This is an optimization exercise on Yosys and OpenROAD, whose aim is small area and a short achievable clock period, not a production implementation. In this exercise RTL edits were held to simulation tests only and were not proved equivalent to the original. No activity file was given, so power comes from the tool's default toggle rates.

$ cat design/flow/design.v
module ALU_RV32I #(parameter n = 32) 
	(input [n-1:0] op1, op2,
     input [3:0] op_code,
	 output reg [n-1:0] dout,
	 output zero_flag, sign_out,
	 output reg cry_out);
	wire [4:0] shift_amount = op2[4:0];
	wire [n-1:0] shift_l_1, shift_l_2, shift_l_4, shift_l_8, shift_l;
	wire [n-1:0] shift_r_1, shift_r_2, shift_r_4, shift_r_8, shift_r;
  always@(op1, op2, op_code, shift_l, shift_r) begin
		cry_out = 0;
		case (op_code)
			4'b0000: dout = op1 & op2;	 
			4'b0001: dout = op1 | op2;	 
			4'b0010: dout = op1 ^ op2;	 
			4'b0011: dout = $signed(op1) < $signed(op2) ;	 
			4'b0100: {cry_out, dout} = op1 + op2;	 
			4'b0101: {cry_out, dout} = op1 - op2;	 
			4'b0110: dout = shift_l;	 
			4'b0111: dout = shift_r;	 
			4'b1000: dout = op1 < op2;	 
			default: dout = op1;	
		endcase	
	end
	assign shift_l_1 = shift_amount[0]? {op1[30:0],1'b0} : op1;
	assign shift_l_2 = shift_amount[1]? {op1[29:0],2'b00} : shift_l_1;
	assign shift_l_4 = shift_amount[2]? {op1[27:0],4'b0000} : shift_l_2;
	assign shift_l_8 = shift_amount[3]? {op1[23:0],8'b0000_0000} : shift_l_4;
	assign shift_l = shift_amount[4]? {op1[15:0],16'b0000_0000_0000_0000} : shift_l_8;
	assign shift_r_1 = shift_amount[0]? {1'b0,op1[31:1]} : op1;
	assign shift_r_2 = shift_amount[1]? {2'b00,op1[31:2]} : shift_r_1;
	assign shift_r_4 = shift_amount[2]? {4'b0000,op1[31:4]} : shift_r_2;
	assign shift_r_8 = shift_amount[3]? {8'b0000_0000,op1[31:8]} : shift_r_4;
	assign shift_r = shift_amount[4]? {16'b0000_0000_0000_0000,op1[31:16]} : shift_r_8;
	assign zero_flag = dout ? 0 : 1;
	assign sign_out = dout[31];
endmodule
module Branch_CTLR
	(input [2:0] branch_in,
	 input zero_flag, sign_flag,
	 output reg pc_src);
	wire BEQ, BNQ, BLT, BGT;
	always@(branch_in, BEQ, BNQ, BLT, BGT) begin
		case (branch_in)
			3'b001: pc_src = BEQ;  
			3'b010: pc_src = BNQ;  
			3'b011: pc_src = BLT;  
			3'b100: pc_src = BGT;  
			3'b101: pc_src = 1'b1;	 
			3'b110: pc_src= 1'b1;	 
			default: pc_src = 1'b0;	
		endcase	
	end
	assign BEQ = zero_flag? 1'b1 : 1'b0;
	assign BNQ = zero_flag? 1'b0 : 1'b1;
	assign BLT = sign_flag? 1'b1 : 1'b0;
	assign BGT = sign_flag? 1'b0 : 1'b1;
endmodule
module CTLR_Unit_RV32I
	(input [6:0] op_code, func7,
	 input [2:0] func3,
	 output reg jump, mem_wr, stor_sel, alu_src, wr_reg, jalr_ctl,
	 output reg [2:0] to_reg, branch,
	 output reg [3:0]alu_op);
	always@(op_code, func3, func7) begin
		case (op_code)
			7'b0110011: 	 
				case (func3)
					3'b000:
						case (func7)
							7'b0000000: begin	 
								jump = 1'b0;
								mem_wr = 1'b0;
								stor_sel = 1'b0;
								alu_src = 1'b1;
								jalr_ctl = 1'b0;
								wr_reg = 1'b1;
								branch = 3'b000;
								to_reg = 3'b000;
								alu_op = 4'b0100;	
							end
							7'b0100000: begin	 
								jump = 1'b0;
								mem_wr = 1'b0;
								stor_sel = 1'b0;
								alu_src = 1'b1;
								jalr_ctl = 1'b0;
								wr_reg = 1'b1;
								branch = 3'b000;
								to_reg = 3'b000;
								alu_op = 4'b0101;
							end
							default: begin	 
								jump = 1'b0;
								mem_wr = 1'b0;
								stor_sel = 1'b0;
								alu_src = 1'b0;
								jalr_ctl = 1'b0;
								wr_reg = 1'b0;
								branch = 3'b000;
								to_reg = 3'b000;
								alu_op = 4'b0000;								
							end
						endcase
					3'b001:begin	 
						jump = 1'b0;
						mem_wr = 1'b0;
						stor_sel = 1'b0;
						alu_src = 1'b1;
						jalr_ctl = 1'b0;
						wr_reg = 1'b1;
						branch = 3'b000;
						to_reg = 3'b000;
						alu_op = 4'b0110;						
					end
					3'b010:begin	 
						jump = 1'b0;
						mem_wr = 1'b0;
						stor_sel = 1'b0;
						alu_src = 1'b1;
						jalr_ctl = 1'b0;
						wr_reg = 1'b1;
						branch = 3'b000;
						to_reg = 3'b000;
						alu_op = 4'b0011;						
					end
					3'b011:begin	 
						jump = 1'b0;
						mem_wr = 1'b0;
						stor_sel = 1'b0;
						alu_src = 1'b1;
						jalr_ctl = 1'b0;
						wr_reg = 1'b1;
						branch = 3'b000;
						to_reg = 3'b000;
						alu_op = 4'b1000;						
					end
					3'b100:begin	 
						jump = 1'b0;
						mem_wr = 1'b0;
						stor_sel = 1'b0;
						alu_src = 1'b1;
						jalr_ctl = 1'b0;
						wr_reg = 1'b1;
						branch = 3'b000;
						to_reg = 3'b000;
						alu_op = 4'b0010;						
					end
					3'b101:begin	 
						jump = 1'b0;
						mem_wr = 1'b0;
						stor_sel = 1'b0;
						alu_src = 1'b1;
						jalr_ctl = 1'b0;
						wr_reg = 1'b1;
						branch = 3'b000;
						to_reg = 3'b000;
						alu_op = 4'b0111;						
					end
					3'b110:begin	 
						jump = 1'b0;
						mem_wr = 1'b0;
						stor_sel = 1'b0;
						alu_src = 1'b1;
						jalr_ctl = 1'b0;
						wr_reg = 1'b1;
						branch = 3'b000;
						to_reg = 3'b000;
						alu_op = 4'b0001;						
					end
					3'b111:begin	 
						jump = 1'b0;
						mem_wr = 1'b0;
						stor_sel = 1'b0;
						alu_src = 1'b1;
						jalr_ctl = 1'b0;
						wr_reg = 1'b1;
						branch = 3'b000;
						to_reg = 3'b000;
						alu_op = 4'b0000;						
					end
					default: begin	 
						jump = 1'b0;
						mem_wr = 1'b0;
						stor_sel = 1'b0;
						alu_src = 1'b0;
						jalr_ctl = 1'b0;
						wr_reg = 1'b0;
						branch = 3'b000;
						to_reg = 3'b000;
						alu_op = 4'b0000;						
					end	
				endcase
			7'b0010011:		 
				case (func3)
					3'b000:begin	 
						jump = 1'b0;
						mem_wr = 1'b0;
						stor_sel = 1'b0;
						alu_src = 1'b0;
						jalr_ctl = 1'b0;
						wr_reg = 1'b1;
						branch = 3'b000;
						to_reg = 3'b000;
						alu_op = 4'b0100;						
					end
					3'b111:begin	 
						jump = 1'b0;
						mem_wr = 1'b0;
						stor_sel = 1'b0;
						alu_src = 1'b0;
						jalr_ctl = 1'b0;
						wr_reg = 1'b1;
						branch = 3'b000;
						to_reg = 3'b000;
						alu_op = 4'b0000;						
					end
					3'b100:begin	 
						jump = 1'b0;
						mem_wr = 1'b0;
						stor_sel = 1'b0;
						alu_src = 1'b0;
						jalr_ctl = 1'b0;
						wr_reg = 1'b1;
						branch = 3'b000;
						to_reg = 3'b000;
						alu_op = 4'b0010;						
					end	
					3'b110:begin	 
						jump = 1'b0;
						mem_wr = 1'b0;
						stor_sel = 1'b0;
						alu_src = 1'b0;
						jalr_ctl = 1'b0;
						wr_reg = 1'b1;
						branch = 3'b000;
						to_reg = 3'b000;
						alu_op = 4'b0001;						
					end	
					3'b010:begin	 
						jump = 1'b0;
						mem_wr = 1'b0;
						stor_sel = 1'b0;
						alu_src = 1'b0;
						jalr_ctl = 1'b0;
						wr_reg = 1'b1;
						branch = 3'b000;
						to_reg = 3'b000;
						alu_op = 4'b0011; 
					end	
					3'b011:begin	 
						jump = 1'b0;
						mem_wr = 1'b0;
						stor_sel = 1'b0;
						alu_src = 1'b0;
						jalr_ctl = 1'b0;
						wr_reg = 1'b1;
						branch = 3'b000;
						to_reg = 3'b000;
						alu_op = 4'b1000;  
					end												
					default: begin	 
						jump = 1'b0;
						mem_wr = 1'b0;
						stor_sel = 1'b0;
						alu_src = 1'b0;
						jalr_ctl = 1'b0;
						wr_reg = 1'b0;
						branch = 3'b000;
						to_reg = 3'b000;
						alu_op = 4'b0000;						
					end
				endcase
			7'b0000011:		 
				case (func3)
					3'b000:begin	 
						jump = 1'b0;
						mem_wr = 1'b0;
						stor_sel = 1'b0;
						alu_src = 1'b0;
						jalr_ctl = 1'b0;
						wr_reg = 1'b1;
						branch = 3'b000;
						to_reg = 3'b001;
						alu_op = 4'b0100;						
					end	
					3'b010:begin	 
						jump = 1'b0;
						mem_wr = 1'b0;
						stor_sel = 1'b0;
						alu_src = 1'b0;
						jalr_ctl = 1'b0;
						wr_reg = 1'b1;
						branch = 3'b000;
						to_reg = 3'b010;
						alu_op = 4'b0100;						
					end	
					default: begin	 
						jump = 1'b0;
						mem_wr = 1'b0;
						stor_sel = 1'b0;
						alu_src = 1'b0;
						jalr_ctl = 1'b0;
						wr_reg = 1'b0;
						branch = 3'b000;
						to_reg = 3'b000;
						alu_op = 4'b0000;						
					end					
				endcase
			7'b0100011:		 
				case (func3)
					3'b000:begin	 
						jump = 1'b0;
						mem_wr = 1'b1;
						stor_sel = 1'b1;
						alu_src = 1'b0;
						jalr_ctl = 1'b0;
						wr_reg = 1'b0;
						branch = 3'b000;
						to_reg = 3'b000;
						alu_op = 4'b0100;						
					end	
					3'b010:begin	 
						jump = 1'b0;
						mem_wr = 1'b1;
						stor_sel = 1'b0;
						alu_src = 1'b0;
						jalr_ctl = 1'b0;
						wr_reg = 1'b0;
						branch = 3'b000;
						to_reg = 3'b000;
						alu_op = 4'b0100;						
					end	
					default: begin	 
						jump = 1'b0;
						mem_wr = 1'b0;
						stor_sel = 1'b0;
						alu_src = 1'b0;
						jalr_ctl = 1'b0;
						wr_reg = 1'b0;
						branch = 3'b000;
						to_reg = 3'b000;
						alu_op = 4'b0000;						
					end					
				endcase				
			7'b1100011:		 
				case (func3)
					3'b000:begin	 
						jump = 1'b0;
						mem_wr = 1'b0;
						stor_sel = 1'b0;
						alu_src = 1'b1;
						jalr_ctl = 1'b0;
						wr_reg = 1'b0;
						branch = 3'b001;
						to_reg = 3'b000;
						alu_op = 4'b0101;						
					end	
					3'b001:begin	 
						jump = 1'b0;
						mem_wr = 1'b0;
						stor_sel = 1'b0;
						alu_src = 1'b1;
						jalr_ctl = 1'b0;
						wr_reg = 1'b0;
						branch = 3'b010;
						to_reg = 3'b000;
						alu_op = 4'b0101;						
					end	
					3'b100:begin	 
						jump = 1'b0;
						mem_wr = 1'b0;
						stor_sel = 1'b0;
						alu_src = 1'b1;
						jalr_ctl = 1'b0;
						wr_reg = 1'b0;
						branch = 3'b011;
						to_reg = 3'b000;
						alu_op = 4'b0101;						
					end	
					3'b101:begin	 
						jump = 1'b0;
						mem_wr = 1'b0;
						stor_sel = 1'b0;
						alu_src = 1'b1;
						jalr_ctl = 1'b0;
						wr_reg = 1'b0;
						branch = 3'b100;
						to_reg = 3'b000;
						alu_op = 4'b0101;						
					end						
					default: begin	 
						jump = 1'b0;
						mem_wr = 1'b0;
						stor_sel = 1'b0;
						alu_src = 1'b0;
						jalr_ctl = 1'b0;
						wr_reg = 1'b0;
						branch = 3'b000;
						to_reg = 3'b000;
						alu_op = 4'b0000;						
					end					
				endcase					
			7'b1100111: begin	 
				jump = 1'b1;
				mem_wr = 1'b0;
				stor_sel = 1'b0;
				alu_src = 1'b1;
				jalr_ctl = 1'b1;
				wr_reg = 1'b1;
				branch = 3'b101;
				to_reg = 3'b101;  
				alu_op = 4'b0100;  
			end
			7'b1101111:begin	 
				jump = 1'b0;
				mem_wr = 1'b0;
				stor_sel = 1'b0;
				alu_src = 1'b1;
				jalr_ctl = 1'b1;
				wr_reg = 1'b1;
				branch = 3'b110;
				to_reg = 3'b101;	 
				alu_op = 4'b0100;	 
			end
			7'b0110111: begin	 
				jump = 1'b0;
				mem_wr = 1'b0;
				stor_sel = 1'b0;
				alu_src = 1'b0;
				jalr_ctl = 1'b0;
				wr_reg = 1'b1;
				branch = 3'b000;
				to_reg = 3'b110;
				alu_op = 4'b0000;						
			end		
			7'b0010111: begin	 
				jump = 1'b0;
				mem_wr = 1'b0;
				stor_sel = 1'b0;
				alu_src = 1'b0;
				jalr_ctl = 1'b0;
				wr_reg = 1'b1;
				branch = 3'b000;
				to_reg = 3'b111;
				alu_op = 4'b0000;						
			end						
			default: begin	 
				jump = 1'b0;
				mem_wr = 1'b0;
				stor_sel = 1'b0;
				alu_src = 1'b0;
				jalr_ctl = 1'b0;
				wr_reg = 1'b0;
				branch = 3'b000;
				to_reg = 3'b000;
				alu_op = 4'b0000;						
			end			
		endcase	
	end
endmodule
module Immediate_Gen #(parameter n = 32) 
	(input [n-1:0] instruct,
	 output reg [n-1:0] immediate);
	wire [6:0] op_code = instruct[6:0];
	wire [n-1:0] I_type_imm, S_type_imm, SB_type_imm, UJ_type_imm, I_type_LUI, I_type_AUIPC;
	always@(op_code, I_type_imm, S_type_imm, SB_type_imm, UJ_type_imm) begin
		case (op_code)
			7'b0010011: immediate = I_type_imm;		 
			7'b0000011: immediate = I_type_imm;
			7'b0100011: immediate = S_type_imm;		 
			7'b1100011: immediate = SB_type_imm;	 
			7'b1100111: immediate = I_type_imm;		 
			7'b1101111: immediate = UJ_type_imm;	 
			7'b0110111: immediate = I_type_LUI;	 
			7'b0010111: immediate = I_type_AUIPC;	 
			default: immediate = {n{1'b0}};	
		endcase	
	end
	assign I_type_imm = instruct[31]? {20'hfffff, instruct[31:20]} : {20'h00000, instruct[31:20]};
	assign S_type_imm = instruct[31]? {20'hfffff, instruct[31:25], instruct[11:7]} : {20'h00000, instruct[31:25], instruct[11:7]};
	assign SB_type_imm = instruct[31]? {20'hfffff, instruct[31], instruct[7], instruct[30:25], instruct[11:8]} : {20'h00000, instruct[31], instruct[7], instruct[30:25], instruct[11:8]};
	assign UJ_type_imm = instruct[31]? {20'hfff, instruct[31], instruct[19:12], instruct[20], instruct[30:21]} : {20'h000, instruct[31], instruct[19:12], instruct[20], instruct[30:21]};
    assign I_type_LUI = {instruct[31:12],12'h000};
    assign I_type_AUIPC = {instruct[31:12],12'h000};
endmodule
module MUX_to_Reg_File #(parameter n = 32, m=3) 
  (input [n-1:0] in1, in2, in3, in4, in5, in6, in7, in8,
   input [m-1:0] sel,
   output reg [n-1:0] out);
	wire [n-1:0] load_byte;  
	wire sign_flag;
	 always@(sel, in1, load_byte, in3, in4, in5, in6) begin
		case (sel)
			3'b000: out = in1;	 
			3'b001: out = load_byte;	 
			3'b010: out = in3;	 
			3'b011: out = in4;	 
			3'b100: out = in5;	 
			3'b101: out = in6;	 
			3'b110: out = in7;	 
			3'b111: out = in8;	 
			default : out = {n{1'b0}};
		endcase
	end
	assign sign_flag = in2[7];
	assign load_byte = sign_flag ? (in2 | 32'hffffff00) : (in2 | 32'h000000ff);  
endmodule
module PC #(parameter n = 32) 
	(input clk, rst, shift_done,
	 input [n-1:0] din,
	 output reg [n-1:0] dout);
    always @ (posedge clk) begin
        if (rst)
			dout <= {n{1'b0}};	
        else if (shift_done)		
		  dout <= din;
		else
			dout <= dout;
	end
endmodule
module Register_File #(parameter m = 5, n = 32) 
	(input clk, w_en, rst,
	 input [m-1:0] rs1, rs2, rd,
	 input [n-1:0] din,
	 output [n-1:0] read_data1, read_data2);
  reg [n-1:0] REG [0:n-1];  
  integer j;
	always @ (posedge clk) begin
		if (rst) begin
		  for (j = 0; j<32; j=j+1)
		      REG[j] <= 32'b0;
		end      
		else if (w_en)
			REG[rd] <= din;	
	end
	assign read_data1 = rs1 ? REG[rs1]:{n{1'b0}};  
	assign read_data2 = rs2 ? REG[rs2]:{n{1'b0}};
endmodule
module Data_Path_RV32I #(parameter n = 32)
	(input clk, rst, shift_done,
	 input jalr_ctl, jump, wr_mem, store_sel, alu_src, wr_reg,
	 input [2:0] mux_sel_reg_file, branch,
	 input [3:0] alu_opcode,
	 input [n-1:0] dataout_mem,  
	 input [n-1:0] instruction,  
	 output [6:0] op_code, func7,
	 output [2:0] func3,
	 output [n-1:0] alu_out_to_dmem, datain_mem, pc_out_to_imem);
	wire [n-1:0] pc_in, pc_out, pc_out4, pc_AUIPC, new_addr_for_pc_branch;  
	wire [n-1:0] reg_data1, reg_data2;  
	wire [n-1:0] alu_out; 
	wire [n-1:0] imm;  
	wire [n-1:0] data_in_reg, alu_op2;
	wire [n-1:0] offset, reg_data2_anded, new_addr_for_pc, shifted;
	wire sign_flag, zero_flag, carry_flag;
	wire pc_src;
	assign op_code = instruction[6:0];
	assign func7 = instruction[31:25];
	assign func3 = instruction[14:12];
	assign alu_out_to_dmem = alu_out;
	assign pc_out_to_imem = pc_out;
	PC pc (clk, rst, shift_done, pc_in, pc_out);
	Register_File reg_file (clk, wr_reg, rst, instruction[19:15], instruction[24:20], instruction[11:7], data_in_reg, reg_data1, reg_data2);
	ALU_RV32I alu_rv32i (reg_data1, alu_op2, alu_opcode, alu_out, zero_flag, sign_flag, carry_flag);
	assign alu_op2 = alu_src ? reg_data2 : imm;  
	assign datain_mem = store_sel ? reg_data2_anded : reg_data2;  
	MUX_to_Reg_File mux_to_reg (alu_out, dataout_mem, dataout_mem, pc_out, {n{1'b0}}, pc_out4, imm, pc_AUIPC, mux_sel_reg_file, data_in_reg);
	assign offset = jump ? alu_out : imm;  
	assign pc_in = pc_src ? new_addr_for_pc : pc_out4;  
	Branch_CTLR branch_ctlr (branch, zero_flag, sign_flag, pc_src);
	Immediate_Gen imm_gen (instruction, imm);
	assign reg_data2_anded = reg_data2 & 32'h000000ff;
	assign pc_out4 = pc_out + 4'b0100;  
	assign shifted = {offset[30:0], 1'b0};
	assign new_addr_for_pc_branch = pc_out + shifted;  
	assign new_addr_for_pc = jalr_ctl ? {offset[31:1], 1'b0} : new_addr_for_pc_branch;  
	assign pc_AUIPC = pc_out + imm;
endmodule
module RV32I_Top #(parameter n = 32) 
	(input clk, rst, shift_done,
	input [n-1:0] dmem_out, imem_out,
	output w_en_to_bus_for_dmem,
	output [n-1:0] addr_dmem,
	output [n-1:0] data_dmem,
	output [n-1:0] pc_to_imem);
	wire [6:0] op_code, func7;
	wire [2:0] func3;
	wire jump, stor_sel, alu_src, wr_reg, jalr_ctl_top;  
	wire [2:0] to_reg, branch;
	wire [3:0] alu_op;
	Data_Path_RV32I DUT_data_path (clk, rst, shift_done, jalr_ctl_top, jump, w_en_to_bus_for_dmem, stor_sel, alu_src, wr_reg, to_reg, branch, alu_op, dmem_out,imem_out, op_code, func7, func3, addr_dmem, data_dmem,pc_to_imem);
	CTLR_Unit_RV32I DUT_ctlr_unit (op_code, func7, func3, jump, w_en_to_bus_for_dmem, stor_sel, alu_src, wr_reg, jalr_ctl_top, to_reg, branch, alu_op);
endmodule
$ cat design/flow/run.sh
#!/bin/bash
# synth_recipe.tcl (not shown) runs the flow's synth.tcl, then flattens the netlist and writes it again
# the make line also repeats each setting of config.mk as NAME=value (left out here)
make -C /OpenROAD-flow-scripts/flow DESIGN_CONFIG=/design/flow/config.mk WORK_HOME=/design/flow/orfs CLKGATE_MAP_FILE= SYNTH_SCRIPT=/design/flow/synth_recipe.tcl finish
$ cat design/flow/config.mk
export PLATFORM = sky130hd
export DESIGN_NAME = RV32I_Top
export DESIGN_NICKNAME = RV32I_Top
export VERILOG_FILES = /design/flow/design.v
export SDC_FILE = /design/flow/constraint.sdc
export NUM_CORES = 4
export LEC_CHECK = 0
export CAP_MARGIN = 20
export CORE_MARGIN = 2
export CORE_UTILIZATION = 40
export SLEW_MARGIN = 20
$ cat design/flow/constraint.sdc
create_clock -name core_clock -period 12.5 [get_ports {clk}]
set_input_delay 2.5000 -clock core_clock [delete_from_list [all_inputs] [get_ports {clk}]]
set_output_delay 2.5000 -clock core_clock [all_outputs]
set_load 0.01 [all_outputs]
==> metrics.csv <==
stage;metric;value;unit
synth;Yosys reg bits;1055;
finish;share of post-route cells with drive strength above 1;25.13;%
timing;final setup fails;0;
pwr;Sw Ratio;29.24;%
floorplan;Rows;151;
floorplan;die height;416.4;um
timing;skew final;0.04671;ns
pwr;Pwr per Cell Area;115.6;nW/um2
worst_setup_path;Arr. time, crit path;9.68;ns
floorplan;area inside the core boundary;169100;um2
timing;hold violation count in the final report;0;
cts;cell at the root of the clock tree;sky130_fd_sc_hd__clkbuf_16;
pwr;Worst IR Drop VDD;0.1274;mV
placement;final HPWL from detailed placement;227100;um
finish;top library cells by usage in the layout, fill and taps aside;sky130_fd_sc_hd__nor2_1, sky130_fd_sc_hd__edfxtp_1, sky130_fd_sc_hd__buf_4;
pwr;relative contribution of combinational cells to total power;19.6;%
placement;worst slack, placed;-0.5206;ns
grt;vias in the first global route;57190;
cts;post_cts resized;0;
route;router iterations before antenna repair;8;
worst_setup_path;kind of cell adding the most delay to the critical path;compound AO/OA/AOI/OAI gates;
synth;Avg Cell Area, Syn;11.19;um2
synth;number of instances in the synthesized netlist;6079;
pwr;switching power;2.720;mW
cts;clock tree from TritonCTS;built;
route;average wire length per cell after detail routing;35.66;um
synth;fraction of registers with async set or reset after synthesis;0;%
timing;number of max-slew violations in the final report;0;
timing;Fin Setup TNS;0;ns
finish;post-route design area;80510;um2
worst_setup_path;critical path class;in -> out;
pwr;Total Power Consumption;9.304;mW
finish;commonest non-fill, non-tap cell in the layout;sky130_fd_sc_hd__nor2_1;
synth;combined area of all synthesized cells;68020;um2
route;DRT antenna net count;0;
cts;Max clock buf depth;3;
finish;layout net count;6814;
synth;number of enable-type register cells in the synthesized netlist;1024;
finish;Final Core Density;47.61;%
hold_path;path class of the lowest-slack min-delay path;reg -> reg;
worst_setup_path;CP most frequent cell;sky130_fd_sc_hd__buf_4;
route;number of violations reported at the end of detailed-routing iteration 0;7981;
cts;CTS Hold Buffers Added;0;
timing;Final Cycle Share;97.40;%
cts;# H-tree levels;3;
route;count of vias placed by the detailed router;58650;
floorplan;initial cell density of the core;40.22;%
grt;number of antenna violations at the first check in global routing;6;
cts;total clock sinks;1055;
finish;layout overhead on the synthesized area;18.37;%
worst_setup_path;number of buffer and inverter instances along the worst setup path;6;
floorplan;Ports;164;
placement;Cell Area, Placed;76700;um2
timing;worst setup slack after layout;0.3244;ns
cts;clock edge transition at the registers on the reported setup and hold paths;0.06;ns
synth;share of the yosys chip area belonging to registers;46.12;%
synth;flip-flop cell with the highest count after synthesis;sky130_fd_sc_hd__edfxtp_1;
pwr;Leak;29.46;nW
route;Post-Route WL;317200;um
status;status;finished clean;
worst_setup_path;critical path cell sequence;clkdlybuf4s50_1 -> nor4_1 -> buf_4 -> a21oi_2 -> o221ai_4 -> buf_4 -> nor2_1 -> a21oi_2 -> buf_4 -> ha_1 -> or2_2 -> a2111oi_0 -> buf_4 -> o21ai_1 -> a211oi_1 -> nor3_1 -> nor3_1 -> nor4_1 -> o31a_1 -> o41ai_1 -> nor4b_1 -> or3_1 -> clkdlybuf4s50_1;
synth;Yosys warning total;7;
placement;RePlAce Congestion;1.056;
worst_setup_path;Crit. End Element;primary output;
synth;library cells used by synthesis;118;
timing;RSZ-0062 raised after global routing;no;
worst_setup_path;maximum fanout count along the critical path;25;
pwr;clock group share of total power;36.9;%
placement;Port Buffers;162;
worst_setup_path;slowest stage cell on the critical path;sky130_fd_sc_hd__clkdlybuf4s50_1;
worst_setup_path;kind of start point of the critical path;primary input;
route;via/cell ratio;6.594;
route;Remaining DRCs;0;
cts;Skew-Pair Late Insertion Delay;0.79;ns
cts;TritonCTS Buffers;113;
pwr;Power Internal;6.583;mW
timing;final critical-path required period;12.18;ns
worst_setup_path;crit-path max cell delay;0.64;ns
timing;worst max-slew margin expressed relative to the limit;11.70;%
grt;Global Route Usage Sum;35.88;%
timing;actual transition at the worst max-transition pin;1.304;ns
worst_setup_path;critical path data required time;10.00;ns
pwr;sequential fraction of design power;43.5;%
timing;peak clock frequency supported by timing;0.08213;GHz
flow_run;number of violations of the max-capacitance limit;0;
grt;total congestion overflow after global routing;0;
floorplan;die footprint;173400;um2
cts;post-CTS setup-driven buffer insertion count;0;
grt;largest net degree at the start of global routing;69;
floorplan;width of the die;416.4;um
grt;first-pass GRT wire length;440600;um
-- path summary, 6_finish.rpt --
| kind | startpoint | endpoint | slack, ns | cells past startpoint |
|---|---|---|---|---|
| setup / recovery | imem_out[25] | addr_dmem[31] | 0.32 | 23 |
| hold / removal | DUT_data_path.pc.dout[3] | DUT_data_path.pc.dout[3] | 0.63 | 2 |
| hold reg to reg | DUT_data_path.pc.dout[3] | DUT_data_path.pc.dout[3] | 0.63 | 2 |
| setup reg to reg | DUT_data_path.reg_file.REG[13][0] | DUT_data_path.pc.dout[31] | 2.42 | 41 |
-- worst register-to-register path, delay by kind of cell (launching register included) --
family	cells	cell delay [ns]
buffers and inverters	4	0.53
XOR/XNOR	1	0.14
flip-flops	1	0.38
multiplexers	1	0.47
AO/OA/AOI/OAI	23	5.31
AND/OR/NAND/NOR	8	1.82
adder cells (fa/ha/maj)	4	1.34
-- power by group through the flow --
stage | Sequential (mW) | Clock, mW | Combinational, mW
2_1_floorplan | 4.10 | 0 | 0.911
3_3_place_gp | 4.12 | 0 | 1.76
3_5_place_dp | 4.12 | 0 | 1.75
4_1_cts | 4.05 | 3.43 | 1.76
5_1_grt | 4.06 | 3.56 | 1.87
6_report | 4.05 | 3.43 | 1.82
-- cells in the mapped netlist, types with 31 or more instances --
master / instances / area (um2)
sky130_fd_sc_hd__inv_1: 124 / 465.5
sky130_fd_sc_hd__a31oi_1: 38 / 237.7
sky130_fd_sc_hd__a211o_1: 35 / 306.5
sky130_fd_sc_hd__o21ai_0: 182 / 910.9
sky130_fd_sc_hd__nor2_1: 1322 / 4962
sky130_fd_sc_hd__o22ai_1: 62 / 387.9
sky130_fd_sc_hd__clkbuf_1: 402 / 1509
sky130_fd_sc_hd__buf_2: 67 / 335.3
sky130_fd_sc_hd__and3_1: 33 / 206.5
sky130_fd_sc_hd__nor2b_1: 37 / 231.5
sky130_fd_sc_hd__a21oi_1: 216 / 1081
sky130_fd_sc_hd__edfxtp_1: 1024 / 30750
sky130_fd_sc_hd__dfxtp_1: 31 / 620.6
sky130_fd_sc_hd__mux2i_1: 215 / 2152
sky130_fd_sc_hd__xnor2_1: 60 / 525.5
sky130_fd_sc_hd__nor3_1: 83 / 415.4
sky130_fd_sc_hd__mux4_2: 483 / 10880
sky130_fd_sc_hd__nand3_1: 80 / 400.4
sky130_fd_sc_hd__ha_1: 161 / 2014
sky130_fd_sc_hd__a211oi_1: 45 / 337.8
sky130_fd_sc_hd__a221oi_1: 50 / 437.9
sky130_fd_sc_hd__a22oi_1: 38 / 285.3
sky130_fd_sc_hd__xor2_1: 35 / 306.5
sky130_fd_sc_hd__buf_1: 39 / 146.4
sky130_fd_sc_hd__or3_1: 40 / 250.2
sky130_fd_sc_hd__nand2_1: 420 / 1577
sky130_fd_sc_hd__a21o_1: 47 / 352.8
sky130_fd_sc_hd__o221ai_1: 62 / 543.0
-- through the flow --
stage	hold WS [ns]	instances
after CTS	0.6049	8891
after floorplan	0.5587	6080
after detailed placement	0.5966	8682
final	0.6282	8895
after global placement	0.5898	8682
after global routing	0.6236	8894
-- metal layers --
layer | GRT usage (%) | wire length (um) | up-vias
li1 | - | - | 24090
met1 | 44.90 | 113200 | 29330
met2 | 56.44 | 143800 | 4214
met3 | 8.847 | 37230 | 1007
met4 | 21.21 | 22930 | 12
met5 | 0 | 116 | -
-- cell type report --
cell class                 instances  area, um2
fill                           15240      88590
multi-input combinational       4317      34050
sequential                      1055      31370
timing repair buffer             946       8085
clock buffer                     140       2950
tap                             2218       2775
clock inverter                    69      716.9
inverter                         149      561.8
antenna                            1      2.502
-- cells by family after synthesis --
kind of cell    after synthesis  share of synthesized area, %
other cells                   1                      0.005513
mux                         720                         19.52
xor+xnor                     95                         1.223
buf+inv                     708                         4.494
flops                      1055                         46.12
simple gates               2217                         14.04
compound gates             1118                         11.52
fa+ha+maj                   165                         3.079
-- registers in the layout, indices dropped and copies added, names as in the netlist --
name                        flops
DUT_data_path.pc.dout          31
DUT_data_path.reg_file.REG   1024

-- static timing again, ports no longer ideal --
No port has a modelled driver above. Below, the same layout with a new extraction and two added sets of constraints. Step 1: set_driving_cell puts a clkbuf_16 on clk and a buf_2 on each other input, an assumption about the parent block. Step 2 adds t to the input delays and takes it off the output delays; t is the mean of the earliest and latest rising clock arrival at the registers after step 1. Input paths then give back, and output paths get back, about the clock's delay inside the block. Three values: ideal, step 1, step 2; two values: the first two.
shift t [ns]: 0.851
setup slack, ns: 0.324 / 0.276 / -0.177
worst hold slack (ns): 0.628 / 0.628 / 0.628
Met with ideal ports but missed after step 2: setup timing in this run. For this run, drivers alone change the setup slack by -0.048 ns; drivers and shift together by -0.501 ns.
